What follows belongs to an exercise in optimizing a design on an open flow for small area; a production flow would make more cautious choices. Power and IR drop assume default switching activity.

==> flow/design.v <==
module top_park(
    input clk_50MHz,
    input reset,
    input [4:0] token_input,   
    input entry_sensor,
    input exit_sensor,
    input entry_btn_raw,       
    input exit_btn_raw,        
    output reg [6:0] HEX0, HEX1, HEX2, HEX3, HEX4, HEX5,   
    output reg [3:0] state,        
    output reg [4:0] token_code    
);
localparam S_0 = 7'b1000000, S_1 = 7'b1111001, S_2 = 7'b0100100, S_9 = 7'b0010000,
           S_P = 7'b0001100, S_R = 7'b0101111, S_E = 7'b0000110, S_S = 7'b0010010,
           S_O = 7'b1000000, S_N = 7'b0101011, S_C = 7'b1000110, S_L = 7'b1000111,
           S_T = 7'b0000111, S_BLANK = 7'b1111111;
reg [3:0] div;
wire tick = (div == 4'd7);
always @(posedge clk_50MHz or posedge reset)
    if (reset) div <= 4'd0;
    else       div <= div + 4'd1;
wire s3 = state[3], s2 = state[2], s1 = state[1], s0 = state[0];
wire st_wait   = ~s3 & ~s2 & ~s1 & ~s0;
wire st_entry  = ~s2 & ~s1 &  s0;
wire st_token  = ~s2 &  s1 & ~s0;
wire st_close_e =  s2 & ~s1 & ~s0;
wire st_exit   =  s2 & ~s1 &  s0;
reg btn_low;
wire btn_raw = s2 ? exit_btn_raw : entry_btn_raw;
always @(posedge clk_50MHz)
    if (!(div[2] & div[1]))
        btn_low <= ~btn_raw & (btn_low | ~(div[2] | div[0]));
reg [31:1] used_tok;          
reg [2:0]  timer;             
reg [3:0]  slots_used;        
reg [4:0]  lfsr;
wire car_in  = ~entry_sensor;
wire car_out = ~exit_sensor;
wire exit_go = btn_low & car_out;
wire u_zero  = (slots_used == 4'd0);
wire u_full  = slots_used[3] & slots_used[0];     
wire [4:0] addr = s0 ? token_input : lfsr;
wire tok_clear = u_zero & ~s2;
wire [3:0] lo = tok_clear ? 4'hf : (4'd1 << addr[1:0]);
wire [7:0] hi = tok_clear ? 8'hff : (8'd1 << addr[4:2]);
wire [31:0] dec;
genvar g;
generate for (g = 0; g < 32; g = g + 1) begin : dcd
    assign dec[g] = lo[g % 4] & hi[g / 4];
end endgenerate
wire hit = |({used_tok, 1'b0} & dec);
wire tok_val = (hit | st_close_e) & ~(tick & st_exit & exit_go) & ~tok_clear;
integer i;
always @(posedge clk_50MHz)
    for (i = 1; i < 32; i = i + 1)
        if (dec[i]) used_tok[i] <= tok_val;
reg done;
always @(*) begin
    if (s3) done = timer[1] & timer[0];                         
    else case (state[2:0])
        3'd2:    done = hit ? &timer : timer[1];                
        3'd3, 3'd4, 3'd6, 3'd7: done = timer[2] & timer[0];     
        default: done = 1'b1;                                   
    endcase
end
reg [3:0] nstate;
always @(*) begin
    if (s3) nstate = done ? 4'd0 : 4'd8;
    else case (state[2:0])
        3'd0: nstate = (car_in & ~u_full) ? 4'd1 : (car_out & ~u_zero) ? 4'd5 : 4'd0;
        3'd1: nstate = ~car_in ? 4'd0 : btn_low ? 4'd2 : 4'd1;
        3'd2: nstate = ~done ? 4'd2 : hit ? 4'd8 : 4'd3;
        3'd3: nstate = done ? 4'd4 : 4'd3;
        3'd4: nstate = done ? 4'd0 : 4'd4;
        3'd5: nstate = exit_go ? (hit ? 4'd6 : 4'd8) : ~car_out ? 4'd0 : 4'd5;
        3'd6: nstate = done ? 4'd7 : 4'd6;
        3'd7: nstate = done ? 4'd0 : 4'd7;
    endcase
end
always @(posedge clk_50MHz)
    if (tick) timer <= done ? 3'd0 : timer + 3'd1;
wire count = done & s2 & (s1 ~^ s0);     
always @(posedge clk_50MHz or posedge reset) begin
    if (reset) begin
        state      <= 4'd0;
        slots_used <= 4'd0;
        lfsr       <= 5'b00001;
        token_code <= 5'b00001;
    end else if (tick) begin
        state <= nstate;
        if (st_entry & car_in & btn_low)
            lfsr <= {lfsr[3:0], lfsr[4] ^ lfsr[2]};
        if (st_token & ~hit)
            token_code <= lfsr;
        if (count)
            slots_used <= s1 ? slots_used - 4'd1 : slots_used + 4'd1;
    end
end
wire u3 = slots_used[3], u2 = slots_used[2], u1 = slots_used[1], u0 = slots_used[0];
wire [6:0] seg_u = {
    ~u3 & ~u2 & ~u1 | u2 & u1 & u0,
    ~u3 & ~u2 & u0 | ~u2 & u1 | u1 & u0,
    u2 & ~u1 | u0,
    ~u3 & ~u2 & ~u1 & u0 | u2 & ~u1 & ~u0 | u2 & u1 & u0,
    ~u2 & u1 & ~u0,
    u2 & ~u1 & u0 | u2 & u1 & ~u0,
    ~u3 & ~u2 & ~u1 & u0 | u2 & ~u1 & ~u0 };
wire [6:0] seg_a = {
    u3 | ~u2 & u1 & ~u0,
    ~(~u3 & ~u1 | ~u2 & u0),
    u2 & ~u1 | ~u0,
    ~(~u3 & ~u1 & ~u0 | ~u2 & u0 | u2 & u1),
    u2 & u1 & u0,
    ~u2 & u1 & u0 | u2 & ~u1 & ~u0,
    u3 & ~u0 | u2 & ~u1 & u0 };
wire [4:0] t = token_code;
always @(*) begin
    if (s3) {HEX5, HEX4, HEX3, HEX2, HEX1, HEX0} = {S_E, S_R, S_R, S_O, S_R, S_BLANK};
    else case (state[2:0])
        3'd0: {HEX5, HEX4, HEX3, HEX2, HEX1, HEX0} = {S_9, S_BLANK, S_BLANK, seg_a, S_BLANK, seg_u};
        3'd1: {HEX5, HEX4, HEX3, HEX2, HEX1, HEX0} = {S_P, S_R, S_E, S_S, S_S, S_BLANK};
        3'd2: {HEX5, HEX4, HEX3, HEX2, HEX1, HEX0} = {S_BLANK,
                  1'b1, t[4], t[4], t[4], 2'b00, t[4],
                  1'b1, t[3], t[3], t[3], 2'b00, t[3],
                  1'b1, t[2], t[2], t[2], 2'b00, t[2],
                  1'b1, t[1], t[1], t[1], 2'b00, t[1],
                  1'b1, t[0], t[0], t[0], 2'b00, t[0]};
        3'd3: {HEX5, HEX4, HEX3, HEX2, HEX1, HEX0} = {S_O, S_P, S_E, S_N, S_1, S_BLANK};
        3'd4: {HEX5, HEX4, HEX3, HEX2, HEX1, HEX0} = {S_C, S_L, S_O, S_S, S_E, S_BLANK};
        3'd5: {HEX5, HEX4, HEX3, HEX2, HEX1, HEX0} = {S_E, S_N, S_T, S_E, S_R, S_BLANK};
        3'd6: {HEX5, HEX4, HEX3, HEX2, HEX1, HEX0} = {S_O, S_P, S_E, S_N, S_2, S_BLANK};
        3'd7: {HEX5, HEX4, HEX3, HEX2, HEX1, HEX0} = {S_C, S_L, S_O, S_S, S_E, S_BLANK};
    endcase
end
endmodule
==> flow/config.mk <==
export PLATFORM = sky130hd
export DESIGN_NAME = top_park
export DESIGN_NICKNAME = top_park
export VERILOG_FILES = /design/flow/design.v
export SDC_FILE = /design/flow/constraint.sdc
export NUM_CORES = 4
export LEC_CHECK = 0
export ABC_AREA = 1
export CAP_MARGIN = 20
export CORE_MARGIN = 2
export CORE_UTILIZATION = 40
export SLEW_MARGIN = 20
==> flow/constraint.sdc <==
create_clock -name core_clock -period 10.0 [get_ports {clk_50MHz}]
set_input_delay 2.0000 -clock core_clock [delete_from_list [all_inputs] [get_ports {clk_50MHz}]]
set_output_delay 2.0000 -clock core_clock [all_outputs]
set_load 0.01 [all_outputs]
standard.sh (not shown) runs the stock make flow with config.mk's settings and CLKGATE_MAP_FILE= SYNTH_SCRIPT=/design/flow/synth_recipe.tcl, a recipe that flattens the netlist after the stock synthesis.
==> flow/flow/run.sh <==
#!/bin/bash
# Own layout flow: the standard ORFS flow with
#  - an area-oriented ABC mapping script in synthesis (registers untouched),
#  - the smallest buffer (buf_1) for the port buffers,
#  - a small-buffer clock tree without dummy loads.
# Each tool's full output goes to a log file in the work folder.
set -euo pipefail
W=$(pwd)
F=$W/flow

# synthesis: synth_recipe.tcl with only the ABC script replaced
{
  head -1 $W/synth_recipe.tcl
  cat <<EOT
proc abc {args} {
  set i [lsearch \$args -script]
  set args [lreplace \$args \$i [expr {\$i + 1}] -script $F/area.abc]
  yosys abc {*}\$args
}
EOT
  tail -n +2 $W/synth_recipe.tcl
} > $W/area_synth.tcl

ARGS=(
  SYNTH_SCRIPT=$W/area_synth.tcl
  "BUFFER_PORTS_ARGS=-buffer_cell sky130_fd_sc_hd__buf_1"
  "CTS_ARGS=$(cat $F/cts_args)"
)
if [[ -f $F/extra_args ]]; then
  while read -r a; do [[ -n "$a" ]] && ARGS+=("$a"); done < $F/extra_args
fi

bash $W/standard.sh "${ARGS[@]}" synth > $W/flow_synth.log 2>&1
bash $W/standard.sh "${ARGS[@]}" finish > $W/flow_finish.log 2>&1
==> flow/flow/area.abc <==
strash
&get -n
&deepsyn -T 60
&put
dch
amap
topo
==> flow/flow/cts_args <==
-sink_clustering_enable -sink_clustering_size 30 -sink_clustering_max_diameter 100 -buf_list sky130_fd_sc_hd__clkbuf_8 -dont_use_dummy_load -repair_clock_nets
==> flow/flow/extra_args <==
ADDER_MAP_FILE=
The starting point finished clean.
Next try:
==> flow/flow/cts_args (replaced) <==
-sink_clustering_enable -sink_clustering_size 60 -sink_clustering_max_diameter 300 -buf_list sky130_fd_sc_hd__clkbuf_16 -root_buf sky130_fd_sc_hd__clkbuf_16 -dont_use_dummy_load -repair_clock_nets
Outcome:
- The new run produced a clean layout
- worst setup slack gains 0.019 ns
- hold slack loses 0.0051 ns
- total power grows by 21%
No run of this note included a check of the RTL's function; only the layout flow was run.

## re-timing with driven ports
The flow's constraints put no driver on any port. The routed layouts listed below were extracted and timed again, unchanged, in two steps.
Step 1, drivers: a clkbuf_16 drives clk_50MHz and a buf_2 each remaining input, both assumed.
Step 2 also shifts input and output timing later by t, the mid clock arrival at the registers, as if the neighbouring blocks saw the same clock.
Three values: no drivers, after step 1, after step 2; two values: the first two.
run	shift t [ns]	setup WS [ns]	worst hold slack (ns)
the first run	0.356	3.894 / 3.867 / 4.223	0.497 / 0.497 / 0.497
the second run	0.348	3.914 / 3.882 / 4.229	0.492 / 0.492 / 0.492
After both steps every run listed still meets setup and hold.
